Context: an optimization exercise on an open-source flow, tuned for small area, a short achievable clock period and few clock cycles per item. The choices shown serve that exercise and are no tape-out recipe.
At most, simulation tests tie the RTL to the original design; equivalence was not proved.
No functional check of the RTL was part of runs 1 to 3.
Power is estimated from default activity; no workload was simulated.

==> design.v <==
typedef enum logic [2:0] {
  SEW8=0,
  SEW16=1,
  SEW32=2,
  SEW64=3
} RVVSEW;
typedef enum logic [2:0] {
  LMUL1=0,
  LMUL2=1,
  LMUL4=2,
  LMUL8=3,
  LMULRESERVED=4,
  LMUL1_8=5,  
  LMUL1_4=6,  
  LMUL1_2=7   
} RVVLMUL;
typedef enum logic [1:0] {
  RNU = 0,
  RNE = 1,
  RDN = 2,
  ROD = 3
} RVVXRM;
typedef struct packed {
  logic [$clog2(128)+1-1:0]         vl;        
  logic [$clog2(128)-1:0]     vstart;
  logic [1-1:0]  ma;         
  logic [1-1:0]  ta;         
  RVVXRM                        xrm;       
  RVVSEW                        sew;
  RVVLMUL                       lmul;
} RVVConfigState;
typedef enum logic [1:0] {
  LOAD=0,
  STORE=1,
  RVV=2
} RVVOpCode;
typedef struct packed {
  RVVOpCode             opcode;    
  logic [24:0]          bits;      
} RVVInstruction;
typedef struct packed {
  RVVOpCode             opcode;
  logic [24:0]          bits;
  logic [31:0]          rs1;
  RVVConfigState        arch_state;
} RVVCmd;
typedef enum logic [2:0] {
  ALU,
  MUL,
  MAC,
  PMT,
  RDT,
  CMP,
  DIV,
  LSU
} EXE_UNIT_e;
  parameter  OPIVV=3'b000;       
  parameter  OPFVV=3'b001;       
  parameter  OPMVV=3'b010;       
  parameter  OPIVI=3'b011;       
  parameter  OPIVX=3'b100;       
  parameter  OPFVF=3'b101;       
  parameter  OPMVX=3'b110;       
  parameter  OPCFG=3'b111;       
  parameter VADD            =   6'b000_000;
  parameter VSUB            =   6'b000_010;
  parameter VRSUB           =   6'b000_011;
  parameter VMINU           =   6'b000_100;
  parameter VMIN            =   6'b000_101;
  parameter VMAXU           =   6'b000_110;
  parameter VMAX            =   6'b000_111;
  parameter VAND            =   6'b001_001;
  parameter VOR             =   6'b001_010;
  parameter VXOR            =   6'b001_011;
  parameter VRGATHER        =   6'b001_100;
  parameter VSLIDEUP_RGATHEREI16    =   6'b001_110;
  parameter VSLIDEDOWN      =   6'b001_111;
  parameter VADC            =   6'b010_000;
  parameter VMADC           =   6'b010_001;
  parameter VSBC            =   6'b010_010;
  parameter VMSBC           =   6'b010_011;
  parameter VMERGE_VMV      =   6'b010_111;      
  parameter VMSEQ           =   6'b011_000;
  parameter VMSNE           =   6'b011_001;
  parameter VMSLTU          =   6'b011_010;
  parameter VMSLT           =   6'b011_011;
  parameter VMSLEU          =   6'b011_100;
  parameter VMSLE           =   6'b011_101;
  parameter VMSGTU          =   6'b011_110;
  parameter VMSGT           =   6'b011_111;
  parameter VSADDU          =   6'b100_000;
  parameter VSADD           =   6'b100_001;
  parameter VSSUBU          =   6'b100_010;
  parameter VSSUB           =   6'b100_011;
  parameter VSLL            =   6'b100_101;
  parameter VSMUL_VMVNRR    =   6'b100_111;      
  parameter VSRL            =   6'b101_000;
  parameter VSRA            =   6'b101_001;
  parameter VSSRL           =   6'b101_010;
  parameter VSSRA           =   6'b101_011;
  parameter VNSRL           =   6'b101_100;
  parameter VNSRA           =   6'b101_101;
  parameter VNCLIPU         =   6'b101_110;
  parameter VNCLIP          =   6'b101_111;
  parameter VWREDSUMU       =   6'b110_000;
  parameter VWREDSUM        =   6'b110_001;   
  parameter VREDSUM         =   6'b000_000;
  parameter VREDAND         =   6'b000_001;
  parameter VREDOR          =   6'b000_010;
  parameter VREDXOR         =   6'b000_011;
  parameter VREDMINU        =   6'b000_100;
  parameter VREDMIN         =   6'b000_101;
  parameter VREDMAXU        =   6'b000_110;
  parameter VREDMAX         =   6'b000_111;
  parameter VAADDU          =   6'b001_000;
  parameter VAADD           =   6'b001_001;
  parameter VASUBU          =   6'b001_010;
  parameter VASUB           =   6'b001_011;
  parameter VSLIDE1UP       =   6'b001_110;
  parameter VSLIDE1DOWN     =   6'b001_111;
  parameter VWXUNARY0       =   6'b010_000;      
  parameter VXUNARY0        =   6'b010_010;      
  parameter VMUNARY0        =   6'b010_100;      
  parameter VCOMPRESS       =   6'b010_111;
  parameter VMANDN          =   6'b011_000;
  parameter VMAND           =   6'b011_001;
  parameter VMOR            =   6'b011_010;
  parameter VMXOR           =   6'b011_011;
  parameter VMORN           =   6'b011_100;
  parameter VMNAND          =   6'b011_101;
  parameter VMNOR           =   6'b011_110;
  parameter VMXNOR          =   6'b011_111;
  parameter VDIVU           =   6'b100_000;
  parameter VDIV            =   6'b100_001;
  parameter VREMU           =   6'b100_010;
  parameter VREM            =   6'b100_011;
  parameter VMULHU          =   6'b100_100;
  parameter VMUL            =   6'b100_101;
  parameter VMULHSU         =   6'b100_110;
  parameter VMULH           =   6'b100_111;
  parameter VMADD           =   6'b101_001;
  parameter VNMSUB          =   6'b101_011;
  parameter VMACC           =   6'b101_101;
  parameter VNMSAC          =   6'b101_111;
  parameter VWADDU          =   6'b110_000;
  parameter VWADD           =   6'b110_001;
  parameter VWSUBU          =   6'b110_010;
  parameter VWSUB           =   6'b110_011;
  parameter VWADDU_W        =   6'b110_100;
  parameter VWADD_W         =   6'b110_101;
  parameter VWSUBU_W        =   6'b110_110;
  parameter VWSUB_W         =   6'b110_111;
  parameter VWMULU          =   6'b111_000;
  parameter VWMULSU         =   6'b111_010;
  parameter VWMUL           =   6'b111_011;
  parameter VWMACCU         =   6'b111_100;
  parameter VWMACC          =   6'b111_101;
  parameter VWMACCUS        =   6'b111_110;
  parameter VWMACCSU        =   6'b111_111;  
  parameter VMV_X_S         =   5'b00000;
  parameter VCPOP           =   5'b10000;
  parameter VFIRST          =   5'b10001;
  parameter VMV_S_X         =   5'b00000;   
  parameter VZEXT_VF4       =   5'b00100;
  parameter VSEXT_VF4       =   5'b00101;
  parameter VZEXT_VF2       =   5'b00110;
  parameter VSEXT_VF2       =   5'b00111;
  parameter VMSBF           =   5'b00001;
  parameter VMSOF           =   5'b00010;
  parameter VMSIF           =   5'b00011;
  parameter VIOTA           =   5'b10000;
  parameter VID             =   5'b10001;
typedef enum logic [1:0] {
  US,          
  IU,          
  CS,          
  IO           
} LSU_MOP_e;
typedef enum logic [1:0] {
  US_US,          
  US_WR,          
  US_MK,          
  US_FF           
} LSU_UMOP_e;
  parameter  UNIT_STRIDE       = 3'b000;
  parameter  UNORDERED_INDEX   = 3'b001;
  parameter  CONSTANT_STRIDE   = 3'b010;
  parameter  ORDERED_INDEX     = 3'b011;
  parameter  US_REGULAR        = 5'b00000;
  parameter  US_WHOLE_REGISTER = 5'b01000;
  parameter  US_MASK           = 5'b01011;
  parameter  US_FAULT_FIRST    = 5'b10000;
typedef enum logic [0:0] {
  IS_LOAD,        
  IS_STORE        
} LSU_IS_STORE_e;
typedef enum logic [0:0] {
  IS_SEGMENT,
  NONE      
} LSU_IS_SEG_e;
typedef struct packed {
  LSU_MOP_e         lsu_mop;
  LSU_UMOP_e        lsu_umop;
  LSU_IS_STORE_e    lsu_is_store;
  LSU_IS_SEG_e      lsu_is_seg;
} LSU_TYPE_t;
typedef union packed {
  logic   [6-1:0]         ari_funct6;
  LSU_TYPE_t                          lsu_funct6;
} FUNCT6_u;
typedef enum logic [2:0] {
  VVV,
  XVV,
  VVX,
  VXX,
  XVX,
  XXV,
  XXX
} UOP_CLASS_e;
typedef enum logic [3:0] {
  EMUL1,
  EMUL2,
  EMUL3,
  EMUL4,
  EMUL5,
  EMUL6,
  EMUL7,
  EMUL8,
  EMUL_NONE      
} EMUL_e;
typedef enum logic [2:0] {
  EEW_NONE,     
  EEW1,
  EEW8, 
  EEW16,
  EEW32
} EEW_e;
  parameter NREG1 = 3'b000;  
  parameter NREG2 = 3'b001;
  parameter NREG4 = 3'b011;
  parameter NREG8 = 3'b111;
  parameter NF1 = 3'b000;  
  parameter NF2 = 3'b001;
  parameter NF3 = 3'b010;
  parameter NF4 = 3'b011;
  parameter NF5 = 3'b100;
  parameter NF6 = 3'b101;
  parameter NF7 = 3'b110;
  parameter NF8 = 3'b111;
typedef struct packed {
  logic   [3-1:0]         uop_funct3;
  FUNCT6_u                            uop_funct6;
  EXE_UNIT_e                          uop_exe_unit; 
  UOP_CLASS_e                         uop_class;   
  RVVConfigState                      vector_csr;  
  logic   [$clog2(128)+1-1:0]             vs_evl;              
  logic                               ignore_vma;
  logic                               ignore_vta;
  logic                               force_vma_agnostic;  
  logic                               force_vta_agnostic;  
  logic                               vm;                  
  logic                               v0_valid;            
  logic   [5-1:0]  vd_index;            
  EEW_e                               vd_eew;  
  logic                               vd_valid;
  logic                               vs3_valid;           
  logic   [5-1:0]  vs1;              
  EEW_e                               vs1_eew;            
  logic                               vs1_index_valid;
  logic                               vs1_opcode_valid;
  logic   [5-1:0]  vs2_index; 	         
  EEW_e                               vs2_eew;
  logic                               vs2_valid;
  logic   [5-1:0]  rd_index; 	         
  logic                               rd_index_valid; 
  logic   [32-1:0] 	              rs1_data;            
  logic        	                      rs1_data_valid;                                
  logic   [$clog2(8)-1:0]      uop_index;           
  logic                               first_uop_valid;     
  logic                               last_uop_valid;      
  logic   [$clog2(8)-1:0]      seg_field_index;     
} UOP_QUEUE_t;    
typedef enum logic [1:0] {
  NOT_CHANGE = 2'b00,          
  TAIL       = 2'b01,          
  BODY_INACTIVE = 2'b10,       
  BODY_ACTIVE   = 2'b11        
} BYTE_TYPE_e;
typedef enum logic [0:0] {
  VRF,
  XRF
} W_DATA_TYPE_e;
typedef enum logic [1:0] {
  TRAP_DECODE,              
  TRAP_LSU,                 
  TRAP_LSU_FF               
} TRAP_INFO_e;
typedef BYTE_TYPE_e [(128/8)-1:0]      BYTE_TYPE_t;
typedef struct packed {
  logic   [$clog2(8)-1:0]      rob_entry;
  FUNCT6_u                            uop_funct6;  
  logic   [3-1:0]         uop_funct3;
  logic   [$clog2(128)-1:0]         vstart;
  logic   [$clog2(128)+1-1:0]             vl;       
  logic                               vm;               
  RVVXRM                              vxrm;       
  logic   [128-1:0]                 v0_data;
  logic                               v0_data_valid;
  logic   [128-1:0]                 vd_data;
  logic                               vd_data_valid;
  EEW_e                               vd_eew;  
  logic   [5-1:0]  vs1;              
  logic   [128-1:0]                 vs1_data;           
  logic                               vs1_data_valid; 
  logic   [128-1:0]                 vs2_data;	        
  logic                               vs2_data_valid;  
  EEW_e                               vs2_eew;
  logic   [32-1:0] 	              rs1_data;        
  logic        	                      rs1_data_valid;                                   
  logic   [$clog2(8)-1:0]      uop_index;      
} ALU_RS_t;    
typedef struct packed {
  logic   [$clog2(8)-1:0]      rob_entry;
  FUNCT6_u                            uop_funct6;
  logic   [3-1:0]         uop_funct3;
  logic   [128-1:0]                 vs1_data;           
  logic                               vs1_data_valid; 
  logic   [128-1:0]                 vs2_data;	        
  logic                               vs2_data_valid;  
  EEW_e                               vs2_eew;
  logic   [32-1:0] 	              rs1_data;     
  logic        	                      rs1_data_valid;                                   
} DIV_RS_t; 
typedef struct packed {   
  logic   [$clog2(8)-1:0]      rob_entry;
  FUNCT6_u                            uop_funct6;
  logic   [3-1:0]         uop_funct3;
  RVVXRM                              vxrm;       
  logic   [128-1:0]                 vs1_data;           
  logic                               vs1_data_valid; 
  logic   [128-1:0]                 vs2_data;	        
  logic                               vs2_data_valid; 
  EEW_e                               vs2_eew;  
  logic   [128-1:0]                 vs3_data;	 
  logic                               vs3_data_valid; 
  logic   [32-1:0] 	              rs1_data;          
  logic          	                    rs1_data_valid;   
  logic   [$clog2(8)-1:0]      uop_index; 
} MUL_RS_t;    
typedef struct packed {   
  logic   [$clog2(8)-1:0]      rob_entry;
  EXE_UNIT_e                          uop_exe_unit; 
  FUNCT6_u                            uop_funct6;
  logic   [3-1:0]         uop_funct3;
  logic   [$clog2(128)-1:0]         vstart;
  logic   [$clog2(128)+1-1:0]             vl;       
  logic   [$clog2(128)+1-1:0]             vlmax;       
  logic                               vm;               
  logic   [128-1:0]                 v0_data;
  logic                               v0_data_valid;
  logic   [128-1:0]                 vs1_data;          
  EEW_e                               vs1_eew;
  logic                               vs1_data_valid; 
  logic   [128-1:0]                 vs2_data;	        
  EEW_e                               vs2_eew;
  BYTE_TYPE_t                         vs2_type;
  logic                               vs2_data_valid; 
  logic   [128-1:0]                 vs3_data;	 
  logic                               vs3_data_valid; 
  logic   [32-1:0] 	              rs1_data;         
  logic        	                      rs1_data_valid;
  logic                               first_uop_valid;     
  logic                               last_uop_valid;     
  logic   [$clog2(8)-1:0]      uop_index;      
} PMT_RDT_RS_t;    
typedef struct packed {   
  logic                               vidx_valid; 
  logic   [5-1:0]  vidx_addr;
  logic   [128-1:0]                 vidx_data;             
  logic                               vregfile_read_valid; 
  logic   [5-1:0]  vregfile_read_addr;
  logic   [128-1:0]                 vregfile_read_data;    
  logic                               v0_valid;
  logic   [(128/8)-1:0]                v0_data;               
} UOP_RVV2LSU_t;    
typedef struct packed {
  logic   [$clog2(8)-1:0]      rob_entry;
  logic   [128-1:0]                 w_data;              
  logic                               w_valid;
  logic   [(128/8)-1:0]                vsaturate;
} PU2ROB_t;  
typedef struct packed {   
  logic                               valid;
  logic   [$clog2(8)-1:0]      rob_entry;
  LSU_IS_STORE_e                      lsu_class; 
  logic	[5-1:0] 	  vregfile_write_addr;  
} LSU_MAP_INFO_t; 
typedef struct packed {   
  logic                               vregfile_write_valid;
  logic	[5-1:0] 	  vregfile_write_addr;  
  logic	[128-1:0] 			          	vregfile_write_data;  	 
  logic                               lsu_vstore_last;
} UOP_LSU2RVV_t;  
typedef struct packed {
  logic                               w_valid;             
  logic [128-1:0]                   w_data;              
  logic [(128/8)-1:0]                  vsaturate;
} RES_ROB_t;
typedef struct packed {
  logic   [5-1:0]  w_index;             
  W_DATA_TYPE_e                       w_type;              
  BYTE_TYPE_t                         byte_type;           
  RVVConfigState                      vector_csr;          
  logic                               last_uop_valid;
} DP2ROB_t;
typedef struct packed {
  logic                               valid;               
  logic                               w_valid;             
  logic   [5-1:0]  w_index;             
  W_DATA_TYPE_e                       w_type;              
  logic   [128-1:0]                 w_data;              
  BYTE_TYPE_t                         byte_type;           
  RVVConfigState                      vector_csr;          
} ROB2DP_t;
typedef struct packed {
  logic                               w_valid;             
  logic   [5-1:0]  w_index;             
  logic   [128-1:0]                 w_data;              
  W_DATA_TYPE_e                       w_type;              
  BYTE_TYPE_t                         vd_type;             
  logic                               trap_flag;           
  RVVConfigState                      vector_csr;          
  logic   [(128/8)-1:0]                vxsaturate;          
} ROB2RT_t;  
typedef struct packed {
  logic                               valid;               
  DP2ROB_t                            uop_info;            
  RES_ROB_t                           uop_res;             
  logic                               uop_done;            
  logic                               trap;
} ROB_t;
typedef struct packed {
  logic   [5-1:0]  rt_index; 
  logic   [32-1:0]                 rt_data; 
}RT2XRF_t;
typedef struct packed {
  logic   [5-1:0]  rt_index; 
  logic   [128-1:0]                 rt_data;
  logic   [(128/8)-1:0]                rt_strobe; 
}RT2VRF_t;
typedef struct packed {
  logic   [$clog2(8)-1:0]      trap_uop_rob_entry;
} TRAP_t;  
typedef enum logic [0:0]{
  DIV_SIGN, 
  DIV_ZERO
} DIV_SIGN_SRC_e;   
module rvv_div #(
  parameter int K   = 1,          
  parameter int ADD = 1           
) (
  input  logic         clk,
  input  logic         rst_n,
  input  logic         in_valid,
  input  logic [2:0]   in_rob_entry,
  input  logic [5:0]   in_funct6,
  input  logic [2:0]   in_funct3,
  input  logic [2:0]   in_eew,
  input  logic [127:0] in_vs1,
  input  logic [127:0] in_vs2,
  input  logic [31:0]  in_rs1,
  output logic         out_valid,
  output logic [2:0]   out_rob_entry,
  output logic [127:0] out_data,
  input  logic         out_ready
);
  localparam int CW = 5;          
  function automatic logic [127:0] seg_neg(input logic [127:0] x,
                                           input logic [15:0]  neg,
                                           input logic [15:0]  st);
    logic [15:0] lo;
    logic        p;
    for (int j = 0; j < 16; j++) begin
      if (st[j] || j == 0) lo[j] = 1'b0;
      else                 lo[j] = lo[j-1] | (|x[8*(j-1) +: 8]);
    end
    for (int j = 0; j < 16; j++) begin
      p = lo[j];
      for (int b = 0; b < 8; b++) begin
        seg_neg[8*j+b] = x[8*j+b] ^ (neg[j] & p);
        p = p | x[8*j+b];
      end
    end
  endfunction
  function automatic logic [71:0] add36(input logic [35:0] a, input logic [35:0] b);
    logic [35:0] g, p, c;
    if (ADD == 0) begin
      logic [36:0] t;
      t = {1'b0, a} + {1'b0, b};
      c = {t[36], t[35:1] ^ a[35:1] ^ b[35:1]};
      add36 = {c, t[35:0]};
    end else begin
      g = a & b;
      p = a ^ b;
      if (ADD == 1) begin
        for (int l = 1; l < 36; l = l * 2)
          for (int i = 2*l-1; i < 36; i = i + 2*l) begin
            g[i] = g[i] | (p[i] & g[i-l]);
            p[i] = p[i] & p[i-l];
          end
        for (int l = 16; l >= 1; l = l / 2)
          for (int i = 3*l-1; i < 36; i = i + 2*l) begin
            g[i] = g[i] | (p[i] & g[i-l]);
            p[i] = p[i] & p[i-l];
          end
      end else begin
        for (int k = 0; k < 6; k++)
          for (int i = 0; i < 36; i++)
            if ((i >> k) & 1) begin
              g[i] = g[i] | (p[i] & g[((i >> k) << k) - 1]);
              p[i] = p[i] & p[((i >> k) << k) - 1];
            end
      end
      add36 = {g, a ^ b ^ {g[34:0], 1'b0}};
    end
  endfunction
  logic        i_e8, i_e16, i_sgn, i_rem, i_vx;
  logic [15:0] i_st;              
  logic [15:0] i_sa, i_sb;        
  logic [15:0] i_sv;              
  logic        i_sr;              
  logic [31:0] i_rx;              
  logic [127:0] i_d;
  assign i_e8  = ~in_eew[2] & ~in_eew[0];
  assign i_e16 = ~in_eew[2] &  in_eew[0];
  assign i_sgn = in_funct6[0];
  assign i_rem = in_funct6[1];
  assign i_vx  = in_funct3[2];
  assign i_sr = i_sgn & (i_e8 ? in_rs1[7] : i_e16 ? in_rs1[15] : in_rs1[31]);
  assign i_rx = in_rs1 ^ {32{~i_sr}};
  always_comb begin
    for (int j = 0; j < 16; j++) begin
      i_st[j] = i_e8 | (i_e16 & (j % 2 == 0)) | (j % 4 == 0);
      i_sa[j] = i_sgn & (i_e8 ? in_vs2[8*j+7] : i_e16 ? in_vs2[8*(j|1)+7] : in_vs2[8*(j|3)+7]);
      i_sv[j] = i_sgn & (i_e8 ? in_vs1[8*j+7] : i_e16 ? in_vs1[8*(j|1)+7] : in_vs1[8*(j|3)+7]);
      i_sb[j] = i_vx ? i_sr : i_sv[j];
      i_d[8*j +: 8] = i_vx ? (i_e8  ? i_rx[7:0] :
                              i_e16 ? i_rx[8*(j%2) +: 8] : i_rx[8*(j%4) +: 8])
                           : in_vs1[8*j +: 8] ^ {8{~i_sv[j]}};
    end
  end
  function automatic logic mag_bit(input logic [127:0] a, input logic neg,
                                   input int lsb, input int w, input int s);
    logic below;
    below = 1'b0;
    for (int i = lsb; i < lsb + w - 1 - s; i++) below = below | a[i];
    mag_bit = a[lsb+w-1-s] ^ (neg & below);
  endfunction
  function automatic logic or_bits(input logic [127:0] a, input int lo, input int n);
    or_bits = 1'b0;
    for (int i = lo; i < lo + n; i++) or_bits = or_bits | a[i];
  endfunction
  logic [15:0] i_qn [K];
  logic [15:0] i_bo;              
  always_comb begin
    for (int j = 0; j < 16; j++) i_bo[j] = |in_vs2[8*j +: 8];
    for (int j = 0; j < 16; j++)
      if (j % 2 == 1)
        i_qn[0][j] = mag_bit(in_vs2, i_sa[j], 8*j, 8, 0);
      else if (j % 4 == 2)
        i_qn[0][j] = i_e8 ? mag_bit(in_vs2, i_sa[j], 8*j, 8, 0) :
                            mag_bit(in_vs2, i_sa[j], 8*j, 16, 0);
      else
        i_qn[0][j] = i_e8  ? mag_bit(in_vs2, i_sa[j], 8*j, 8, 0) :
                     i_e16 ? mag_bit(in_vs2, i_sa[j], 8*j, 16, 0) :
                     in_vs2[8*j+31] & ~(i_sa[j] & (i_bo[j] | i_bo[j+1] | i_bo[j+2] |
                                                   or_bits(in_vs2, 8*j+24, 7)));
  end
  logic [127:0]  d_q;             
  logic [15:0]   ci_q;            
  logic [15:0]   sa_q;            
  logic [15:0]   st_q;            
  logic [15:0]   sx_q, sy_q;      
  logic          e8_q, e16_q, rem_q;
  logic [2:0]    rob_q;
  always_ff @(posedge clk) begin
    d_q   <= i_d;
    ci_q  <= ~i_sb;
    sa_q  <= i_sa;
    st_q  <= i_st;
    for (int j = 0; j < 16; j++) begin
      sx_q[j] <= i_st[j] ? ~i_sb[j] : 1'b1;
      sy_q[j] <= i_st[j] ? ~i_sb[j] : 1'b0;
    end
    e8_q  <= i_e8;
    e16_q <= i_e16;
    rem_q <= i_rem;
    rob_q <= in_rob_entry;
  end
  logic          run_q, fix_q, done_q;
  logic          nsel_q;          
  logic [15:0]   nflag_q;         
  logic [CW-1:0] cnt_q;
  logic [127:0]  q_q;             
  logic [127:0]  t_q;             
  logic [15:0]   rm_q;            
  logic [127:0]  q_it, t_it, r_it, rf, nx;
  logic [15:0]   qn;              
  logic          idle, need_fix, to_fix, fixn_q;
  assign idle = ~run_q & ~fix_q & ~done_q;
  assign need_fix = fixn_q;
  assign to_fix   = run_q & (cnt_q == '0) & need_fix;
  always_ff @(posedge clk or negedge rst_n) begin
    if (!rst_n) begin
      run_q  <= 1'b0;
      fix_q  <= 1'b0;
      done_q <= 1'b0;
      cnt_q  <= '0;
    end else if (run_q) begin
      cnt_q <= cnt_q - 1'b1;
      if (cnt_q == '0) begin
        run_q  <= 1'b0;
        fix_q  <= need_fix;
        done_q <= ~need_fix;
      end
    end else if (fix_q) begin
      fix_q  <= 1'b0;
      done_q <= 1'b1;
    end else if (done_q) begin
      if (out_ready) done_q <= 1'b0;
    end else if (in_valid) begin
      run_q <= 1'b1;
      cnt_q <= i_e8 ? CW'(8/K - 1) : i_e16 ? CW'(16/K - 1) : CW'(32/K - 1);
    end
  end
  always_ff @(posedge clk) begin
    fixn_q  <= rem_q | (|neg);    
    nsel_q  <= to_fix & rem_q;
    nflag_q <= idle ? i_sa : to_fix ? neg : 16'h0;
    for (int i = 0; i < 128; i++)
      if (idle) t_q[i] <= (i % 8 == 0) & i_st[i/8] & i_qn[0][i/8];
      else      t_q[i] <= t_it[i];
    for (int j = 0; j < 16; j++) rm_q[j] <= r_it[8*j+7];
    if (idle)       q_q <= in_vs2;
    else if (run_q) q_q <= q_it;
    else if (fix_q) q_q <= nx;
  end
  always_comb
    for (int i = 0; i < 128; i++)
      if (i % 8 == 7 && (i == 127 || st[i/8+1])) rf[i] = rm_q[i/8];
      else                                       rf[i] = t_q[i+1];
  always_comb
    for (int j = 0; j < 16; j++)
      qn[j] = e8_q ? nx[8*j+6] : e16_q ? nx[8*(j|1)+6] : nx[8*(j|3)+6];
  logic [15:0] st, d1, bz, neg;
  assign st = st_q;
  always_comb begin
    for (int j = 0; j < 16; j++) d1[j] = &d_q[8*j +: 8];
    for (int j = 0; j < 16; j++) begin
      bz[j]  = ci_q[j] & (e8_q ? d1[j] : e16_q ? d1[j & ~1] & d1[j | 1] : &d1[(j & ~3) +: 4]);
      neg[j] = rem_q ? sa_q[j] : (sa_q[j] ^ ~ci_q[j]) & ~bz[j];
    end
  end
  assign nx = seg_neg(nsel_q ? rf : q_q, nflag_q, st);
  logic [127:0] sm;
  logic [15:0]  co, acc;
  logic [35:0]  ga, gb;
  logic [71:0]  gs;
  always_comb begin
    for (int g = 0; g < 4; g++) begin
      ga = '0;
      gb = '0;
      ga[0] = 1'b1;
      gb[0] = ci_q[4*g];
      for (int k = 0; k < 4; k++) begin
        ga[1+9*k +: 8] = t_q[32*g+8*k +: 8];
        gb[1+9*k +: 8] = d_q[32*g+8*k +: 8];
        if (k > 0) begin
          ga[9*k] = sx_q[4*g+k];
          gb[9*k] = sy_q[4*g+k];
        end
      end
      gs = add36(ga, gb);
      for (int k = 0; k < 4; k++) begin
        sm[32*g+8*k +: 8] = gs[1+9*k +: 8];
        co[4*g+k] = gs[36 + 9*(k+1) - 1];
      end
    end
    for (int j = 0; j < 16; j++) begin
      acc[j] = e8_q ? co[j] : e16_q ? co[j|1] : co[j|3];
      r_it[8*j +: 8] = acc[j] ? sm[8*j +: 8] : t_q[8*j +: 8];
    end
    for (int i = 0; i < 128; i++)
      if (i % 8 == 0 && (i == 0 || st[i/8])) t_it[i] = qn[i/8];
      else                                   t_it[i] = r_it[i-1];
    for (int i = 0; i < 128; i++)
      if (i % 8 == 0 && (i == 0 || st[i/8])) q_it[i] = acc[i/8];
      else                                   q_it[i] = nx[i-1];
  end
  assign out_valid     = done_q;
  assign out_rob_entry = rob_q;
  assign out_data      = q_q;
endmodule
==> flow/run.sh <==
#!/bin/bash
set -euo pipefail
bash standard.sh SETUP_SLACK_MARGIN=7.9 "BUFFER_PORTS_ARGS=-buffer_cell sky130_fd_sc_hd__buf_1" finish > standard.log 2>&1
==> standard.sh <==
#!/bin/bash
# synth_recipe.tcl (not shown) runs the flow's synth.tcl, then flattens the netlist and writes it again
# the make line also repeats each setting of config.mk as NAME=value (left out here)
make -C /OpenROAD-flow-scripts/flow DESIGN_CONFIG=/design/flow/config.mk WORK_HOME=/design/flow/orfs CLKGATE_MAP_FILE= SYNTH_SCRIPT=/design/flow/synth_recipe.tcl "${@:-finish}"
==> config.mk <==
export PLATFORM = sky130hd
export DESIGN_NAME = rvv_div
export DESIGN_NICKNAME = rvv_div
export VERILOG_FILES = /design/flow/design.v
export SDC_FILE = /design/flow/constraint.sdc
export NUM_CORES = 8
export LEC_CHECK = 0
export CAP_MARGIN = 40
export CORE_MARGIN = 2
export CORE_UTILIZATION = 45
export CTS_CLUSTER_DIAMETER = 100
export CTS_CLUSTER_SIZE = 30
export SLEW_MARGIN = 40
==> constraint.sdc <==
create_clock -name core_clock -period 11.5 [get_ports {clk}]
set_input_delay 2.3000 -clock core_clock [delete_from_list [all_inputs] [get_ports {clk}]]
set_output_delay 2.3000 -clock core_clock [all_outputs]
set_load 0.01 [all_outputs]
==> results of run 1 <==
cell usage after synthesis (all sizes together), types with 52 or more instances:
| cell type | number |
|---|---|
| mux2 | 55 |
| a21o | 52 |
| nand3 | 62 |
| a21oi | 288 |
| clkbuf | 132 |
| xnor2 | 281 |
| fa | 68 |
| nand2 | 345 |
| dfxtp | 353 |
| mux2i | 204 |
| a211oi | 75 |
| nor2 | 298 |
| nor3 | 75 |
| xor2 | 65 |
| inv | 147 |
| buf | 55 |
| ha | 138 |
| o21ai | 337 |
| edfxtp | 128 |
routing by layer:
layer | vias to the layer above | share of wire, % | global-route usage (%)
li1 | 13810 | - | -
met1 | 14520 | 41 | 42.15
met2 | 1233 | 47 | 53.92
met3 | 239 | 7.3 | 4.184
met4 | 6 | 4.3 | 12.81
met5 | - | 0.026 | 0
where the power goes:
group	switching [uW]	internal [uW]
clock	754	534
sequential	738	2600
combinational	3330	2310
registers in the layout, summed over array words and instances, names as in the netlist:
| register | count |
|---|---|
| cnt_q | 5 |
| rem_q | 1 |
| nsel_q | 1 |
| fixn_q | 1 |
| sx_q | 12 |
| sy_q | 12 |
| rm_q | 16 |
| e16_q | 1 |
| done_q | 1 |
| d_q | 128 |
| rob_q | 3 |
| nflag_q | 16 |
| run_q | 1 |
| fix_q | 1 |
| t_q | 128 |
| ci_q | 16 |
| q_q | 128 |
| sa_q | 16 |
| st_q | 2 |
worst min-delay path by stage:
stage | start | end | cells after the start
finish | t_q[32] | t_q[33] | 2
global route | t_q[32] | t_q[33] | 2
CTS | t_q[32] | t_q[33] | 2
detailed placement | t_q[32] | t_q[33] | 2
global placement | t_q[32] | t_q[33] | 2
floorplan | t_q[32] | t_q[33] | 2
metrics by stage:
stage | utilization, % | hold WS (ns) | std cells | instance area (um^2) | setup slack, ns
floorplan | - | 0.4380 | 3656 | 32350 | 7.698
global placement | 49.15 | 0.4622 | 4877 | 34600 | 6.300
detailed placement | 49.25 | 0.4601 | 4878 | 34670 | 6.318
CTS | 51.59 | 0.4669 | 4956 | 36320 | 7.889
global route | 52.35 | 0.4877 | 4983 | 36850 | 7.803
finish | 52.37 | 0.4657 | 4988 | 36860 | 7.904
final cells by class:
class / instances / area, um^2
multi-input cells: 2831 / 20330
fillers: 6831 / 33530
well taps: 940 / 1176
diodes: 9 / 22.52
inverters: 150 / 600.6
repair buffers: 517 / 2540
clock buffers: 30 / 750.7
clock inverters: 22 / 296.5
flip-flops and latches: 489 / 11140
cell families (layout without fill, tap and decap cells):
group	Yosys count	in the layout	share of synthesized area, %
mux	259	259	8.318
flops	489	489	34.58
xor+xnor	346	346	9.455
simple gates	1011	1012	14.48
buf+inv	337	719	4.178
fa+ha+maj	206	206	9.611
compound gates	1008	1008	19.37
other cells	0	9	0
repair_timing:
| item | CTS | global route |
|---|---|---|
| endpoints found under the hold margin | 0 | 0 |
| gates cloned | 3 | 1 |
| pin swaps | 4 | 11 |
| resized for setup | 85 | 71 |
| endpoints found under the setup margin | 349 | 143 |
| setup buffers | 23 | 22 |
worst max-delay path: stages:
cell and delay, ns:
clkbuf_4 0.17, buf_12 0.17, or2_4 0.30, buf_4 0.20, nor2_2 0.25, buf_4 0.26, nand2_1 0.07, a21oi_1 0.19
a31oi_1 0.06, o21ai_0 0.12
==> results.toml, run 1 <==
[timing]
finClkSkew_ns = 0.02817
fin_tns_setup_ns = 0
worstMarginPinSlew_ns = 0.9014
setup_violations = 0
drv_slew = 0
finalCriticalPeriod_ns = 3.596
period_share_pct = 31.27
rsz0062_at_grt = "true"
hold_viol_final = 0
max-slew-margin-rel_pct = 39.76
max_freq_mhz = 278.1

[worst_hold_path]
worstHoldPathType = "reg -> reg"

[clock_tree]
cts_tree = "done"
cts_root_buffer = "clkbuf_16"
cts-htree-levels = 1
clk_latency_ns = 0.63
cts_hold_buf = 0
cts_sinks = 489
clk_pin_slew_ns = 0.11
cts_buffer_depth = 3
cts_buffers = 28

[logic_synthesis]
synth_cell_type_count = 89
async_flop_share_pct = 1.636
ys_ff_latch = 489
synth-main-ff-cell = "dfxtp_1"
yosysTopAreaCellShare_pct = 21.99
synth_area_leader_cell = "dfxtp_1"
syn_avg_cell_area_um2 = 8.788
syn_inst = 3656
syn_nets = 4169
yosysSeqAreaShare_pct = 34.58
yosys_warnings = 15
yosys-top-cells-area = "dfxtp_1 22%, edfxtp_1 12%, xnor2_1 7.7%"
synth_edf_count = 128
syn_area_um2 = 32130

[drt]
drc_errors = 0
totalWireLength_um = 122700
drt_pass1_iterations = 6
drtIter0Drc = 2588
wl_per_cell_um = 24.60
vias = 29810
vias_per_cell = 5.976
ant_nets = 0

[floorplan]
die_x_um = 271.2
pin_count = 439
rows = 97
initial_core_util_pct = 45.64
die_y_um = 271.2
die_area_um2 = 73550
core_um2 = 70390

[grt]
grt_pass1_wl_um = 179600
grt_pass1_vias = 28490
overflow = 0
grt_max_degree = 82
grt_use_total_pct = 32.20
antenna_found_initial = 15

[worst_setup_path]
startpoint_type = "input pin"
r2r-end = "t_q[32]"
path_class = "in -> reg"
endpoint = "t_q[120]"
reg2reg_depth = 10
rr_startpoint = "nsel_q"
crit_start = "in_eew[2]"
crit_required_ns = 12.01
critPathMaxFanout = 11
rrSetupSlack_ns = 7.97
worst-endpoint-arrival_ns = 4.11
end_kind = "flop"

[final_layout]
drive_above_1_share_pct = 9.309
area_growth_pct = 14.73
final_common_cell = "buf_1"
final_cell_mix = "422 x buf_1, 337 x dfxtp_1, 320 x nand2_1, 295 x o21ai_0, 288 x nor2_1"
num-nets-final = 4530

[pwr]
power.total_uw = 10260
cellPowerDensity_nw_per_um2 = 278.2
ir_worst_vdd_mv = 0.1467
p_leak_uw = 0.01419

[outcome]
status = "no timing/DRC/antenna violations"

[placed_design]
gp_congestion = 0.9537
port_buffers = 431
hpwl_um = 92580

[flow_run]
cap_violations = 0
==> run 2, diff against run 1 <==
--- a/config.mk
+++ b/config.mk
@@ -5,9 +5,8 @@
 export SDC_FILE = /design/flow/constraint.sdc
 export NUM_CORES = 8
 export LEC_CHECK = 0
+export ABC_AREA = 1
 export CAP_MARGIN = 40
 export CORE_MARGIN = 2
 export CORE_UTILIZATION = 45
-export CTS_CLUSTER_DIAMETER = 100
-export CTS_CLUSTER_SIZE = 30
 export SLEW_MARGIN = 40
==> results.toml, run 2 <==
[logic_synthesis]
yosys_warnings = 15
syn_area_um2 = 31060
syn_avg_cell_area_um2 = 7.734
synth_area_leader_cell = "dfxtp_1"
ys_ff_latch = 489
syn_inst = 4016
yosysSeqAreaShare_pct = 35.77
synth_edf_count = 128
yosysMostFrequentCell = "nand2_1"
async_flop_share_pct = 1.636
synthTopCellsByCount = "867 x nand2_1, 393 x o21ai_0, 384 x inv_1, 353 x dfxtp_1, 301 x nor2_1"
yosysTopAreaCellShare_pct = 22.75
yosys-top-cells-area = "dfxtp_1 23%, edfxtp_1 12%, nand2_1 10%"
synth-main-ff-cell = "dfxtp_1"
syn_nets = 4529
synth_cell_type_count = 59

[timing]
drv_slew = 0
fin_tns_setup_ns = 0
worstMarginPinSlew_ns = 0.8224
period_share_pct = 32.37
setup_violations = 0
setup_slack_ns = 7.777
max-slew-margin-rel_pct = 44.66
rsz0062_at_grt = "true"
hold_viol_final = 0
finalCriticalPeriod_ns = 3.723
max_freq_mhz = 268.6
finClkSkew_ns = 0.01964

[grt]
grt_use_total_pct = 33.14
grt_max_degree = 73
grt_pass1_wl_um = 175300
antenna_found_initial = 15
grt_pass1_vias = 28330
overflow = 0

[clock_tree]
cts_root_buffer = "clkbuf_16"
cts_tree = "done"
cts_hold_buf = 0
cts_buffers = 57
clk_pin_slew_ns = 0.06
cts_sinks = 489
cts_buffer_depth = 3
cts-htree-levels = 2
clk_latency_ns = 0.64

[drt]
wl_per_cell_um = 22.41
drt_pass1_iterations = 6
ant_nets = 0
drtIter0Drc = 3006
drc_errors = 0
vias_per_cell = 5.667
vias = 30500
totalWireLength_um = 120600

[final_layout]
final_common_cell = "nand2_1"
top_regs = "d_q (128), q_q (128), t_q (128)"
area_growth_pct = 19.44
fill_cells = 6646
drive_above_1_share_pct = 10.44
num-nets-final = 4960
final_cell_mix = "800 x nand2_1, 424 x buf_1, 367 x inv_1, 350 x dfxtp_1, 311 x o21ai_0"

[floorplan]
pin_count = 439
die_y_um = 266.7
core_um2 = 68470
initial_core_util_pct = 45.36
die_area_um2 = 71140
rows = 96
die_x_um = 266.7

[placed_design]
hpwl_um = 87560
port_buffers = 431
post-place-ws_ns = 6.236
gp_congestion = 0.9637

[worst_setup_path]
critPathBufInv = 5
critPathMaxFanout = 5
crit_family = "simple AND/OR/NAND/NOR gates"
reg2reg_depth = 15
crit_required_ns = 12.07
startpoint_type = "input pin"
cp_slowest_cell = "o21ai_2"
crit_path_cell_trace = "buf_6 -> buf_12 -> nor2_4 -> clkinv_8 -> o221ai_4 -> nor2_4 -> buf_12 -> buf_16 -> xor2_2 -> nor2_1 -> a21oi_2 -> o21ai_2 -> nand2_4 -> nand2_1"
path_depth = 14
end_kind = "flop"
slowest_delay_ns = 0.28
worst-endpoint-arrival_ns = 4.29
path_class = "in -> reg"

[pwr]
cellPowerDensity_nw_per_um2 = 275.1
p_leak_uw = 0.01608
ir_worst_vdd_mv = 0.1405

[worst_hold_path]
worstHoldPathType = "reg -> reg"
whs_path_depth = 1

[outcome]
status = "no timing/DRC/antenna violations"

[flow_run]
cap_violations = 0
run 2: cell types whose count changed after synthesis, moves of 103 or more:
cell / before / now
mux2i_1: 201 / 29
xnor2_1: 281 / 73
nand2_1: 345 / 867
inv_1: 147 / 384
xor2_1: 64 / 213
nand3_1: 62 / 165
run 2: what timing repair did:
action	in CTS	in global routing
cloned	6	3
setup buffers	31	33
resized for setup	87	136
endpoints found under the setup margin	339	272
pin swaps	9	21
run 2: layout make-up:
cell class                      count  area [um^2]  share of cell area (%)
Tap cell                          882         1104                   2.975
Antenna cell                        6        15.01                 0.04047
Inverter                          399         1618                   4.361
Clock inverter                     18        130.1                  0.3508
Timing Repair inverter              5        45.04                  0.1214
Timing Repair Buffer              528         2731                   7.363
Clock buffer                       88         1792                   4.830
Multi-Input combinational cell   2967        18540                   49.98
Sequential cell                   489        11120                   29.97
run 2: kinds of logic after synthesis:
kind of cell | count (synthesis) | share of synthesized area (%)
compound gates | 892 | 16.65
xor+xnor | 286 | 8.065
fa+ha+maj | 206 | 9.942
buf+inv | 560 | 7.143
flops | 489 | 35.77
mux | 29 | 0.9346
simple gates | 1554 | 21.49
run 2: path summary, 6_finish.rpt:
check                          start  endpoint  slack, ns
hold reg to reg             cnt_q[0]  cnt_q[0]       0.50
min in group asynchronous      rst_n     fix_q       1.60
max in group asynchronous      rst_n     run_q       9.54
hold / removal              cnt_q[0]  cnt_q[0]       0.50
setup / recovery           in_eew[2]   d_q[25]       7.78
setup reg to reg              nsel_q    t_q[0]       8.06
run 2: layer usage:
| layer | global-route usage (%) | routed length [um] | vias up |
|---|---|---|---|
| met3 | 7.750 | 11360 | 262 |
| met2 | 51.93 | 53600 | 1427 |
| li1 | - | - | 14390 |
| met1 | 44.04 | 50640 | 14400 |
| met4 | 13.32 | 4906 | 16 |
| met5 | 0 | 107 | - |
run 2: worst reg2reg max path, delay by kind of cell (launching register included):
family          cells  cell delay [ns]
simple gates       12             2.02
buf+inv             1             0.50
compound gates      2             0.35
flops               1             0.48
run 2: through the flow:
stage	power (uW)	area, um^2	utilization, %	std cells	hold WS (ns)
floorplan	6581	31270	-	4016	0.4559
global placement	7973	33480	48.89	5195	0.4794
detailed placement	8039	33520	48.96	5196	0.4947
CTS	10010	36240	52.93	5339	0.5019
global route	11010	37090	54.18	5381	0.5416
finish	10210	37100	54.18	5382	0.5021
run 2: where the power goes:
group / switching [uW] / total (uW) / internal, uW
Sequential: 571 / 3160 / 2580
Clock: 784 / 1880 / 1090
Combinational: 3230 / 5170 / 1950
==> run 3, diff against run 2 <==
--- a/config.mk
+++ b/config.mk
@@ -5,8 +5,9 @@
 export SDC_FILE = /design/flow/constraint.sdc
 export NUM_CORES = 8
 export LEC_CHECK = 0
-export ABC_AREA = 1
 export CAP_MARGIN = 40
 export CORE_MARGIN = 2
 export CORE_UTILIZATION = 45
+export CTS_CLUSTER_DIAMETER = 80
+export CTS_CLUSTER_SIZE = 20
 export SLEW_MARGIN = 40
==> results.toml, run 3 <==
[drt]
vias = 29860
drt_pass1_iterations = 6
totalWireLength_um = 124100
drc_errors = 0
ant_nets = 0
drtIter0Drc = 2617
wl_per_cell_um = 24.87
vias_per_cell = 5.985

[floorplan]
rows = 97
die_x_um = 271.2
pin_count = 439
core_um2 = 70390
die_y_um = 271.2
initial_core_util_pct = 45.64
die_area_um2 = 73550

[logic_synthesis]
synth_area_leader_cell = "dfxtp_1"
yosys_warnings = 15
syn_nets = 4169
yosysTopAreaCellShare_pct = 21.99
synth_top_family_by_area = "compound AO/OA/AOI/OAI gates"
synthTopCellsByCount = "353 x dfxtp_1, 345 x nand2_1, 314 x o21ai_0, 298 x nor2_1, 287 x a21oi_1"
syn_area_um2 = 32130
synth_compound_area_share_pct = 19.37
yosys.area_share.adder_pct = 9.611
synth_edf_count = 128
synth-simple-area-share_pct = 14.48
synth_xor_area_share_pct = 9.455
yosysSeqAreaShare_pct = 34.58
post_synth_mux_area_share_pct = 8.318
syn_inst = 3656
yosysMostFrequentCell = "dfxtp_1"
async_flop_share_pct = 1.636
ys_ff_latch = 489
syn_avg_cell_area_um2 = 8.788
synth_cell_type_count = 89
yosys-top-cells-area = "dfxtp_1 22%, edfxtp_1 12%, xnor2_1 7.7%"
synth-main-ff-cell = "dfxtp_1"

[clock_tree]
clk_pin_slew_ns = 0.09
clk_latency_ns = 0.62
cts_hold_buf = 0
cts-htree-levels = 2
cts_tree = "done"
cts_root_buffer = "clkbuf_16"
cts_buffers = 37
cts_buffer_depth = 3
cts_sinks = 489

[final_layout]
top_regs = "d_q (128), q_q (128), t_q (128)"
drive_above_1_share_pct = 9.203
final_cell_mix = "424 x buf_1, 341 x dfxtp_1, 318 x nand2_1, 296 x o21ai_0, 289 x nor2_1"
fin_area_um2 = 36990
area_growth_pct = 15.13
fill_cells = 6823
final_common_cell = "buf_1"
num-nets-final = 4526
stdcell_count = 4990

[timing]
finalCriticalPeriod_ns = 3.618
hold_viol_final = 0
drv_slew = 0
period_share_pct = 31.46
max-slew-margin-rel_pct = 42.16
setup_violations = 0
finClkSkew_ns = 0.02883
max_freq_mhz = 276.4
rsz0062_at_grt = "true"
worstMarginPinSlew_ns = 0.8655
fin_tns_setup_ns = 0

[grt]
grt_max_degree = 82
grt_pass1_wl_um = 180500
grt_use_total_pct = 32.48
antenna_found_initial = 17
grt_pass1_vias = 28650
overflow = 0

[flow_run]
cap_violations = 0

[placed_design]
gp_congestion = 0.9537
dp.cells = 4878
dpl-instance-area_um2 = 34670
hpwl_um = 92580
port_buffers = 431

[worst_setup_path]
end_kind = "flop"
worst-endpoint-arrival_ns = 4.09
startpoint_type = "input pin"
crit_required_ns = 11.97
critPathMaxFanout = 2
path_class = "in -> reg"

[pwr]
netSwitchingPower_uw = 4838
p_int_uw = 5567
switching_share_pct = 46.50
ir_worst_vdd_mv = 0.1375
cellPowerDensity_nw_per_um2 = 281.3
p_leak_uw = 0.01424
p_comb_share_pct = 53.9
pwr-share-seq_pct = 32.3
power.clock.fraction_pct = 13.9

[outcome]
status = "no timing/DRC/antenna violations"

[worst_hold_path]
worstHoldPathType = "reg -> reg"
run 3: changes by cell type after synthesis, sizes merged, moves of 48 or more:
cell,delta
mux2i,+175
xor2,-148
nand3,-107
a21oi,+73
nand2,-538
a211oi,+48
o21ai,-89
o221ai,-57
inv,-245
xnor2,+208
mux2,+55
run 3: area by class of cell:
cell class                      instances  area (um^2)  share of cell area (%)
Antenna cell                            8        20.02                 0.05412
Clock buffer                           48         1071                   2.896
Clock inverter                         20        186.4                  0.5040
Inverter                              150        584.3                   1.580
Multi-Input combinational cell       2831        20370                   55.06
Sequential cell                       489        11140                   30.12
Tap cell                              940         1176                   3.180
Timing Repair Buffer                  504         2444                   6.606
run 3: power groups by stage:
stage / combinational, uW / sequential, uW / clock, uW
floorplan: 3890 / 3160 / 0
global placement: 5230 / 3380 / 0
detailed placement: 5330 / 3370 / 0
CTS: 5440 / 3330 / 1450
global route: 6210 / 3420 / 1500
finish: 5600 / 3360 / 1440
run 3: timing repair:
item,4_1_cts,5_1_grt
pin swaps,6,14
setup buffers,15,15
endpoints found under the setup margin,340,169
endpoints found under the hold margin,0,0
cloned,3,3
resized for setup,87,67
run 3: layer usage:
layer | global-route usage [%] | wire (um) | part of all wire [%]
met3 | 4.219 | 8871 | 7.1
met5 | 0 | 34 | 0.027
met4 | 13.75 | 5625 | 4.5
met2 | 54.27 | 58440 | 47
met1 | 42.32 | 51120 | 41
run 3: kinds of logic (layout without fill, tap and decap cells):
logic type,after synthesis,count (layout)
flip-flops,489,489
XOR/XNOR,346,346
other,0,8
adder cells (fa/ha/maj),206,206
buffers and inverters,337,722
AND/OR/NAND/NOR,1011,1012
AO/OA/AOI/OAI,1008,1008
multiplexers,259,259
run 3: worst paths after layout:
path / start / end / slack, ns / depth (start not counted)
worst max-delay path: in_vs2[11] / t_q[0] / 7.88 / 9
worst min-delay path: t_q[32] / t_q[33] / 0.47 / 2
worst max register to register: nsel_q / t_q[32] / 7.92 / 10
worst min register to register: t_q[32] / t_q[33] / 0.47 / 2
max in group asynchronous: rst_n / run_q / 9.47 / 1
min in group asynchronous: rst_n / cnt_q[1] / 1.63 / 1
run 3: stage by stage:
stage	hold slack, ns	setup slack (ns)	util [%]	power, uW
6_report	0.4655	7.882	52.55	10410
4_1_cts	0.4617	7.881	51.82	10230
3_5_place_dp	0.4601	6.318	49.25	8697
3_3_place_gp	0.4622	6.300	49.15	8606
2_1_floorplan	0.4380	7.698	-	7044
5_1_grt	0.4824	7.781	52.54	11140
run 3: critical path, cell delays in order:
cell and delay [ns]:
buf_1 0.10, or4_4 0.55, nor4_4 0.26, nand3_1 0.14, o21ai_2 0.19, xor2_1 0.17
o21ai_1 0.08, o31ai_1 0.24, a21oi_1 0.06
==> run 4, diff against run 3 <==
--- a/design.v
+++ b/design.v
@@ -643,7 +643,7 @@
     for (int j = 0; j < 16; j++) rm_q[j] <= r_it[8*j+7];
     if (idle)       q_q <= in_vs2;
     else if (run_q) q_q <= q_it;
-    else if (fix_q) q_q <= nx;
+    else            q_q <= nx;
   end
   always_comb
     for (int i = 0; i < 128; i++)
==> results.toml, run 4 <==
[outcome]
status = "no timing/DRC/antenna violations"

[grt]
overflow = 0
use_met3_pct = 5.468
antenna_found_initial = 5
use_met1_pct = 49.60
grt_busiest_layer = "met1"
grt_use_total_pct = 33.01
grt_pass1_vias = 27100
grt_pass1_wl_um = 181600
use_met2_pct = 47.65
grt_max_degree = 108

[worst_setup_path]
end_kind = "flop"
slowest_delay_ns = 0.55
crit_required_ns = 11.92
cp_slowest_cell = "or4_4"
startpoint_type = "input pin"
worst-endpoint-arrival_ns = 4.06
path_class = "in -> reg"
crit_path_cell_trace = "buf_8 -> or4_4 -> or3_1 -> o21bai_1 -> xor2_1 -> o21ai_1 -> o32ai_1 -> a21oi_1"
critPathMaxFanout = 2

[drt]
vias = 29960
wl_per_cell_um = 24.81
drc_errors = 0
drtIter0Drc = 3249
drt_pass1_iterations = 6
vias_per_cell = 5.947
totalWireLength_um = 125000
ant_nets = 0

[logic_synthesis]
synth_area_leader_cell = "dfxtp_1"
yosysTopAreaCellShare_pct = 30.35
yosys_warnings = 15
yosysSeqAreaShare_pct = 30.99
synth-main-ff-cell = "dfxtp_1"
synthTopCellsByCount = "481 x dfxtp_1, 376 x nand2_1, 322 x o21ai_0, 286 x a21oi_1, 273 x xnor2_1"
yosys-top-cells-area = "dfxtp_1 30%, xnor2_1 7.5%, mux2i_1 6.8%"
syn_inst = 3728
synth_cell_type_count = 106
ys_ff_latch = 489
async_flop_share_pct = 1.636
yosysMostFrequentCell = "dfxtp_1"
syn_nets = 4241
syn_avg_cell_area_um2 = 8.509
syn_area_um2 = 31720
synth_edf_count = 0

[pwr]
cellPowerDensity_nw_per_um2 = 285.0
ir_worst_vdd_mv = 0.1564
p_leak_uw = 0.01395

[final_layout]
fill_cells = 6803
fin_area_um2 = 36300
multiInputGateArea_um2 = 21140
area_growth_pct = 14.42
final_common_cell = "dfxtp_1"
seqCellArea_um2 = 9859
num-nets-final = 4586
drive_above_1_share_pct = 9.526
top_regs = "d_q (128), q_q (128), t_q (128)"
final_cell_mix = "465 x dfxtp_1, 412 x buf_1, 346 x nand2_1, 273 x a21oi_1, 269 x xnor2_1"

[timing]
drv_slew = 0
setup_slack_ns = 7.865
period_share_pct = 31.61
fin_tns_setup_ns = 0
hold_viol_final = 0
max_freq_mhz = 275.1
finalCriticalPeriod_ns = 3.635
worstMarginPinSlew_ns = 0.9743
rsz0062_at_grt = "true"
finClkSkew_ns = 0.02670
max-slew-margin-rel_pct = 34.80
setup_violations = 0

[placed_design]
post-place-ws_ns = 6.061
dpl-instance-area_um2 = 34140
port_buffers = 431
gp_congestion = 0.9655
hpwl_um = 95560

[clock_tree]
cts_buffers = 35
cts_buffer_depth = 3
cts-htree-levels = 2
cts_sinks = 489
cts_root_buffer = "clkbuf_16"
clk_pin_slew_ns = 0.09
clk_latency_ns = 0.59
cts_tree = "done"

[floorplan]
initial_core_util_pct = 45.38
die_x_um = 269.5
pin_count = 439
core_um2 = 69910
die_area_um2 = 72640
die_y_um = 269.5
rows = 97

[flow_run]
cap_violations = 0

[worst_hold_path]
worstHoldPathType = "reg -> reg"
run 4: cell types whose count changed in the layout (fill, tap and decap cells not counted), sizes merged, moves of 13 or more:
| cell | change |
|---|---|
| dfxtp | +128 |
| edfxtp | -128 |
| o31ai | -13 |
| buf | -17 |
| mux2i | +14 |
| o211ai | +14 |
| nor2 | -57 |
| nand2 | +31 |
| o21ai | +14 |
run 4: path summary, 6_finish.rpt:
path | startpoint | end | slack, ns | cells past startpoint
setup / recovery | in_vs2[9] | t_q[0] | 7.87 | 8
hold / removal | fixn_q | fix_q | 0.48 | 2
setup reg to reg | st_q[13] | fixn_q | 7.99 | 8
hold reg to reg | fixn_q | fix_q | 0.48 | 2
max in group asynchronous | rst_n | run_q | 9.53 | 1
min in group asynchronous | rst_n | cnt_q[0] | 1.62 | 1
run 4: repair_timing:
action                                  in CTS  in global routing
endpoints found under the setup margin     297                171
pin swaps                                   17                 16
setup buffers                               13                 15
hold buffers                                 0                  0
gates cloned                                 4                  2
gates resized for setup                     88                 81
run 4: report_power, final:
group,switching [uW],internal [uW]
Clock,698,628
Combinational,3340,2380
Sequential,921,2370
run 4: through the flow:
step | total power [uW] | utilization (%) | hold WS (ns) | std cells
floorplan | 7064 | - | 0.4380 | 3728
global placement | 8662 | 48.77 | 0.4593 | 4942
detailed placement | 8747 | 48.84 | 0.4657 | 4942
CTS | 10130 | 51.20 | 0.4784 | 5017
global route | 11080 | 51.91 | 0.5182 | 5034
finish | 10340 | 51.92 | 0.4775 | 5037
run 4: layer usage:
layer | part of all wire, % | wire, um
met4 | 3.4 | 4268
met5 | 0.0064 | 8
met1 | 46 | 56970
met2 | 41 | 51700
met3 | 9.6 | 12040
run 4: worst max-delay path, delay by kind of cell:
| family | cells | cell delay [ns] |
|---|---|---|
| AO/OA/AOI/OAI | 4 | 0.60 |
| XOR/XNOR | 1 | 0.17 |
| buffers and inverters | 1 | 0.10 |
| AND/OR/NAND/NOR | 2 | 0.88 |
run 4: cells by family (layout without fill, tap and decap cells):
| logic type | count (synthesis) | in the layout | share of synthesized area (%) |
|---|---|---|---|
| muxes | 270 | 270 | 8.760 |
| adders and majority gates | 206 | 206 | 9.734 |
| DFF | 489 | 489 | 30.99 |
| other | 0 | 3 | 0 |
| xor gates and xnor gates | 346 | 346 | 9.600 |
| AOI/OAI and AO/OA | 1077 | 1078 | 21.59 |
| and+or+nand+nor | 1004 | 1005 | 14.77 |
| buffers and inverters | 336 | 700 | 4.555 |
run 4: cell type report:
type | instances | area share, %
multi-input combinational | 2905 | 58.25
sequential | 489 | 27.16
timing repair buffer | 491 | 6.584
tap | 940 | 3.240
clock buffer | 41 | 2.585
inverter | 150 | 1.613
clock inverter | 17 | 0.5102
timing repair inverter | 1 | 0.03102
antenna | 3 | 0.02068
Testbench counts of run 4, summed over its fixed seeds: cycles 693,362, uops 32,000.
==> run 5, diff against run 4 <==
--- a/design.v
+++ b/design.v
@@ -579,7 +579,6 @@
   logic [127:0]  d_q;             
   logic [15:0]   ci_q;            
   logic [15:0]   sa_q;            
-  logic [15:0]   st_q;            
   logic [15:0]   sx_q, sy_q;      
   logic          e8_q, e16_q, rem_q;
   logic [2:0]    rob_q;
@@ -587,7 +586,6 @@
     d_q   <= i_d;
     ci_q  <= ~i_sb;
     sa_q  <= i_sa;
-    st_q  <= i_st;
     for (int j = 0; j < 16; j++) begin
       sx_q[j] <= i_st[j] ? ~i_sb[j] : 1'b1;
       sy_q[j] <= i_st[j] ? ~i_sb[j] : 1'b0;
@@ -653,7 +651,9 @@
     for (int j = 0; j < 16; j++)
       qn[j] = e8_q ? nx[8*j+6] : e16_q ? nx[8*(j|1)+6] : nx[8*(j|3)+6];
   logic [15:0] st, d1, bz, neg;
-  assign st = st_q;
+  always_comb
+    for (int j = 0; j < 16; j++)
+      st[j] = (j % 4 == 0) | sy_q[j] | ~sx_q[j];
   always_comb begin
     for (int j = 0; j < 16; j++) d1[j] = &d_q[8*j +: 8];
     for (int j = 0; j < 16; j++) begin
--- a/config.mk
+++ b/config.mk
@@ -10,4 +10,5 @@
 export CORE_UTILIZATION = 45
 export CTS_CLUSTER_DIAMETER = 80
 export CTS_CLUSTER_SIZE = 20
+export PLACE_DENSITY = 0.75
 export SLEW_MARGIN = 40
==> results.toml, run 5 <==
[logic_synthesis]
yosysSeqAreaShare_pct = 32.16
yosys_warnings = 15
synth_cell_type_count = 84
synthTopCellsByCount = "480 x dfxtp_1, 369 x nor2_1, 334 x nand2_1, 286 x o21ai_0, 278 x a21oi_1"
syn_avg_cell_area_um2 = 8.467
async_flop_share_pct = 1.639
yosysMostFrequentCell = "dfxtp_1"
yosysTopAreaCellShare_pct = 31.50
synth-main-ff-cell = "dfxtp_1"
yosys-top-cells-area = "dfxtp_1 31%, xnor2_1 7.8%, mux2i_1 7.3%"
syn_area_um2 = 30510
synth_edf_count = 0
synth_area_leader_cell = "dfxtp_1"
syn_inst = 3603
ys_ff_latch = 488
syn_nets = 4128

[worst_setup_path]
startpoint_type = "input pin"
path_class = "in -> reg"
critPathMaxFanout = 15
worst-endpoint-arrival_ns = 4.07
crit_required_ns = 11.96
rrSetupSlack_ns = 7.90
end_kind = "flop"

[timing]
finalCriticalPeriod_ns = 3.610
rsz0062_at_grt = "true"
hold_viol_final = 0
period_share_pct = 31.39
drv_slew = 0
max_freq_mhz = 277.0
max-slew-margin-rel_pct = 42.52
setup_violations = 0
finClkSkew_ns = 0.02319
fin_tns_setup_ns = 0
worstMarginPinSlew_ns = 0.8622

[pwr]
p_leak_uw = 0.01410
cellPowerDensity_nw_per_um2 = 268.6
ir_worst_vdd_mv = 0.1396
power.total_uw = 9576

[drt]
drt_pass1_iterations = 6
vias_per_cell = 5.906
drc_errors = 0
drtIter0Drc = 2623
ant_nets = 0
vias = 28900
totalWireLength_um = 112700
wl_per_cell_um = 23.03

[grt]
use_met2_pct = 49.03
grt_pass1_wl_um = 162800
use_met3_pct = 5.063
grt_pass1_vias = 26820
overflow = 0
grt_use_total_pct = 30.68
grt_max_degree = 110
grt_busiest_layer = "met2"
use_met1_pct = 40.49
antenna_found_initial = 18

[final_layout]
drive_above_1_share_pct = 9.521
area_growth_pct = 16.87
top_regs = "d_q (128), q_q (128), t_q (128)"
final_common_cell = "dfxtp_1"
final_cell_mix = "466 x dfxtp_1, 426 x buf_1, 365 x nor2_1, 293 x nand2_1, 273 x o21ai_0"
fill_cells = 6277
multiInputGateArea_um2 = 20320
seqCellArea_um2 = 9842
num-nets-final = 4516

[clock_tree]
clk_pin_slew_ns = 0.08
cts_root_buffer = "clkbuf_16"
cts_tree = "done"
clk_latency_ns = 0.59
cts_buffers = 35
cts-htree-levels = 2
cts_sinks = 488
cts_buffer_depth = 3

[floorplan]
rows = 95
die_x_um = 264.4
die_area_um2 = 69890
initial_core_util_pct = 45.42
die_y_um = 264.4
pin_count = 439
core_um2 = 67160

[placed_design]
gp_congestion = 0.9552
hpwl_um = 80330
port_buffers = 431

[outcome]
status = "no timing/DRC/antenna violations"

[flow_run]
cap_violations = 0

[worst_hold_path]
worstHoldPathType = "reg -> reg"
==> run 5: changes by cell type in the layout (fill, tap and decap cells not counted), sizes merged, moves of 15 or more <==
cell	before	now
a31oi	26	9
buf	481	525
a21o	51	71
nor3	84	66
o21a	32	17
and3	19	4
nor2	241	369
inv	156	111
nand2	376	334
o21ai	351	303
a211oi	72	97
o311ai	24	8
==> run 5: critical path: stages <==
cell and delay [ns]:
clkbuf_16 0.18, or2_4 0.30, buf_6 0.19, nand2_2 0.06
a21oi_2 0.18, o31ai_2 0.09, xnor2_1 0.14, a21oi_1 0.19
nor2_1 0.06, a31oi_1 0.23, o41ai_2 0.11
==> run 5: final timing paths <==
check                           end  cells past startpoint      start
hold reg to reg             t_q[97]                      2    t_q[96]
setup reg to reg            t_q[80]                     11     nsel_q
setup / recovery            t_q[80]                     11  in_eew[2]
hold / removal              t_q[97]                      2    t_q[96]
max in group asynchronous     run_q                      1      rst_n
min in group asynchronous  cnt_q[0]                      1      rst_n
==> run 5: repair_timing <==
| action | in CTS | in global routing |
|---|---|---|
| resized for setup | 123 | 72 |
| hold buffers | 0 | 0 |
| buffers inserted | 41 | 21 |
| setup endpoints to repair | 335 | 162 |
| gates cloned | 3 | 3 |
| pin swaps | 14 | 26 |
==> run 5: per-layer routing <==
layer,routed length [um],share of wire (%)
met5,68,0.060
met1,46500,41
met2,50710,45
met3,9820,8.7
met4,5595,5.0
==> run 5: final cells by class <==
cell class / instances / share of cell area, %
clock buffers: 41 / 2.639
diodes: 8 / 0.05615
multi-input cells: 2821 / 57.01
flip-flops and latches: 488 / 27.61
well taps: 873 / 3.064
repair inverters: 1 / 0.04563
inverters: 111 / 1.253
repair buffers: 533 / 7.697
clock inverters: 17 / 0.6317
==> run 5: where the power goes <==
group,switching (uW),total (uW),internal [uW]
sequential,669,3020,2350
clock,699,1370,671
combinational,2950,5190,2240
==> run 5: cell families after synthesis <==
kind of cell | Yosys count | synth area share, %
DFF | 488 | 32.16
AOI/OAI and AO/OA | 945 | 19.01
muxes | 272 | 9.142
adders and majority gates | 218 | 10.61
xor gates and xnor gates | 344 | 9.877
buffers and inverters | 294 | 3.835
and+or+nand+nor | 1042 | 15.36
==> run 5: per-stage QoR <==
| step | util [%] | hold WS (ns) | area, um^2 | setup WS [ns] | cells |
|---|---|---|---|---|---|
| after floorplan | - | 0.4453 | 30720 | 7.752 | 3603 |
| after global placement | 48.97 | 0.4646 | 32890 | 6.479 | 4759 |
| after detailed placement | 49.01 | 0.4925 | 32910 | 6.439 | 4759 |
| after CTS | 52.17 | 0.4919 | 35030 | 7.846 | 4861 |
| after global routing | 53.05 | 0.5119 | 35630 | 7.720 | 4885 |
| final | 53.08 | 0.4870 | 35650 | 7.890 | 4893 |
Testbench counts of run 5, summed over its fixed seeds: cycles 693,362, uops 32,000.
==> run 6, diff against run 5 <==
--- a/config.mk
+++ b/config.mk
@@ -10,5 +10,4 @@
 export CORE_UTILIZATION = 45
 export CTS_CLUSTER_DIAMETER = 80
 export CTS_CLUSTER_SIZE = 20
-export PLACE_DENSITY = 0.75
 export SLEW_MARGIN = 40
==> results.toml, run 6 <==
[grt]
antenna_found_initial = 13
grt_pass1_vias = 27030
overflow = 0
grt_max_degree = 112
grt_pass1_wl_um = 168400
grt_busiest_layer = "met2"
grt_use_total_pct = 31.87
use_met2_pct = 52.02
use_met1_pct = 42.63
use_met3_pct = 4.124

[logic_synthesis]
synth_cell_type_count = 84
yosysTopAreaCellShare_pct = 31.50
syn_avg_cell_area_um2 = 8.467
yosysSeqAreaShare_pct = 32.16
synth_area_leader_cell = "dfxtp_1"
yosys-top-cells-area = "dfxtp_1 31%, xnor2_1 7.8%, mux2i_1 7.3%"
yosys_warnings = 15
syn_inst = 3603
synth_edf_count = 0
async_flop_share_pct = 1.639
synth-main-ff-cell = "dfxtp_1"
ys_ff_latch = 488
post_synth_mux_area_share_pct = 9.142
syn_nets = 4128
yosys.area_share.adder_pct = 10.61
yosysMostFrequentCell = "dfxtp_1"
synth_top_family_by_area = "compound AO/OA/AOI/OAI gates"
synthTopCellsByCount = "480 x dfxtp_1, 369 x nor2_1, 334 x nand2_1, 286 x o21ai_0, 278 x a21oi_1"
synth-simple-area-share_pct = 15.36
synth_compound_area_share_pct = 19.01
synth_xor_area_share_pct = 9.877
syn_area_um2 = 30510

[worst_setup_path]
crit_required_ns = 12.01
rrSetupSlack_ns = 7.97
critPathMaxFanout = 15
path_class = "in -> reg"
worst-endpoint-arrival_ns = 4.10
r2r-end = "t_q[80]"
rr_startpoint = "ci_q[8]"
reg2reg_depth = 20
startpoint_type = "input pin"
end_kind = "flop"

[clock_tree]
clk_pin_slew_ns = 0.09
cts_tree = "done"
cts_buffer_depth = 3
clk_latency_ns = 0.60
cts_root_buffer = "clkbuf_16"
cts-htree-levels = 2
cts_sinks = 488
cts_buffers = 37

[timing]
max-slew-margin-rel_pct = 42.67
worstMarginPinSlew_ns = 0.8491
finClkSkew_ns = 0.02865
period_share_pct = 31.20
drv_slew = 0
hold_viol_final = 0
fin_tns_setup_ns = 0
setup_violations = 0
finalCriticalPeriod_ns = 3.588
max_freq_mhz = 278.7
rsz0062_at_grt = "true"

[drt]
drc_errors = 0
ant_nets = 0
drt_pass1_iterations = 7
wl_per_cell_um = 23.38
vias = 28430
totalWireLength_um = 114600
drtIter0Drc = 2101
vias_per_cell = 5.798

[final_layout]
final_cell_mix = "463 x dfxtp_1, 426 x buf_1, 365 x nor2_1, 297 x nand2_1, 271 x a21oi_1"
num-nets-final = 4531
final_common_cell = "dfxtp_1"
drive_above_1_share_pct = 10.18
post-route-util_pct = 53.57
top_regs = "d_q (128), q_q (128), t_q (128)"
area_growth_pct = 17.94

[floorplan]
die_y_um = 264.4
pin_count = 439
die_area_um2 = 69890
initial_core_util_pct = 45.42
rows = 95
die_x_um = 264.4
core_um2 = 67160

[pwr]
p_leak_uw = 0.01427
cellPowerDensity_nw_per_um2 = 268.8
ir_worst_vdd_mv = 0.1223

[worst_hold_path]
worstHoldPathType = "reg -> reg"
min_from = "t_q[64]"
whs_path_depth = 2
holdPathEnd = "t_q[65]"

[outcome]
status = "no timing/DRC/antenna violations"

[flow_run]
cap_violations = 0

[placed_design]
gp_congestion = 0.8961
hpwl_um = 81120
port_buffers = 431
run 6: cell counts after synthesis:
Identical to the previous run, type by type.
run 6: cell type report:
class	count	area (um^2)
Clock inverter	20	280.3
Sequential cell	488	9842
Tap cell	873	1092
Inverter	111	442.9
Fill cell	6503	31180
Clock buffer	42	975.9
Timing Repair inverter	1	16.27
Antenna cell	2	5.005
Multi-Input combinational cell	2822	20410
Timing Repair Buffer	545	2918
run 6: power breakdown:
part	leakage (uW)	switching, uW	total [uW]	internal, uW
logic	0.00954	2920	5190	2270
registers	0.00413	680	3030	2350
clock network	0.000600	726	1450	722
total	0.0143	4330	9670	5340
run 6: logic make-up (layout without fill, tap and decap cells):
kind of cell | after synthesis | after routing
AOI/OAI and AO/OA | 945 | 945
muxes | 272 | 272
other | 0 | 2
adders and majority gates | 218 | 218
and+or+nand+nor | 1042 | 1043
buffers and inverters | 294 | 719
DFF | 488 | 488
xor gates and xnor gates | 344 | 344
run 6: worst max path at each step:
stage	startpoint	slack, ns	endpoint	cells past startpoint
after floorplan	in_vs2[107]	7.75	t_q[96]	8
after global placement	in_eew[2]	5.92	d_q[76]	8
after detailed placement	in_eew[2]	6.00	d_q[76]	8
after CTS	in_vs2[19]	7.84	t_q[16]	8
after global routing	d_q[66]	7.85	t_q[80]	19
final	in_eew[0]	7.91	d_q[104]	8
run 6: timing repair:
| item | in CTS | in global routing |
|---|---|---|
| gates resized for setup | 119 | 81 |
| setup endpoints to repair | 326 | 197 |
| pin swaps | 15 | 32 |
| gates cloned | 8 | 2 |
| hold buffers | 0 | 0 |
| buffers inserted | 41 | 28 |
run 6: worst max-delay path, cell delays in order:
cell and delay, ns:
buf_6 0.12, buf_12 0.14, mux2i_1 0.16, o21ai_4 0.33, nand2_4 0.30, xnor2_1 0.34
nand2_4 0.21, o21ai_0 0.16
run 6: layer usage:
metal	wire length [um]	part of all wire, %	vias up
met5	52	0.045	-
met4	5260	4.6	8
met3	7476	6.5	207
met2	52530	46	993
met1	49320	43	13670
li1	-	-	13560
run 6: metrics by stage:
step,total power (uW),cells,hold WS (ns),area [um^2],setup slack (ns)
6_report,9670,4904,0.5074,35980,7.912
5_1_grt,10450,4902,0.5328,35970,7.848
4_1_cts,9507,4872,0.4959,35360,7.842
3_5_place_dp,7856,4761,0.4778,32970,6.000
3_3_place_gp,7773,4759,0.4675,32900,5.919
2_1_floorplan,6505,3603,0.4453,30720,7.752

Re-timed with assumed drivers on the ports (clkbuf_16 on the clock, buf_2 on other inputs), run 6 has 7.786 ns of setup slack against 7.912 ns with ideal ports, and 7.133 ns once port delays also move by the mid clock arrival of 0.653 ns.
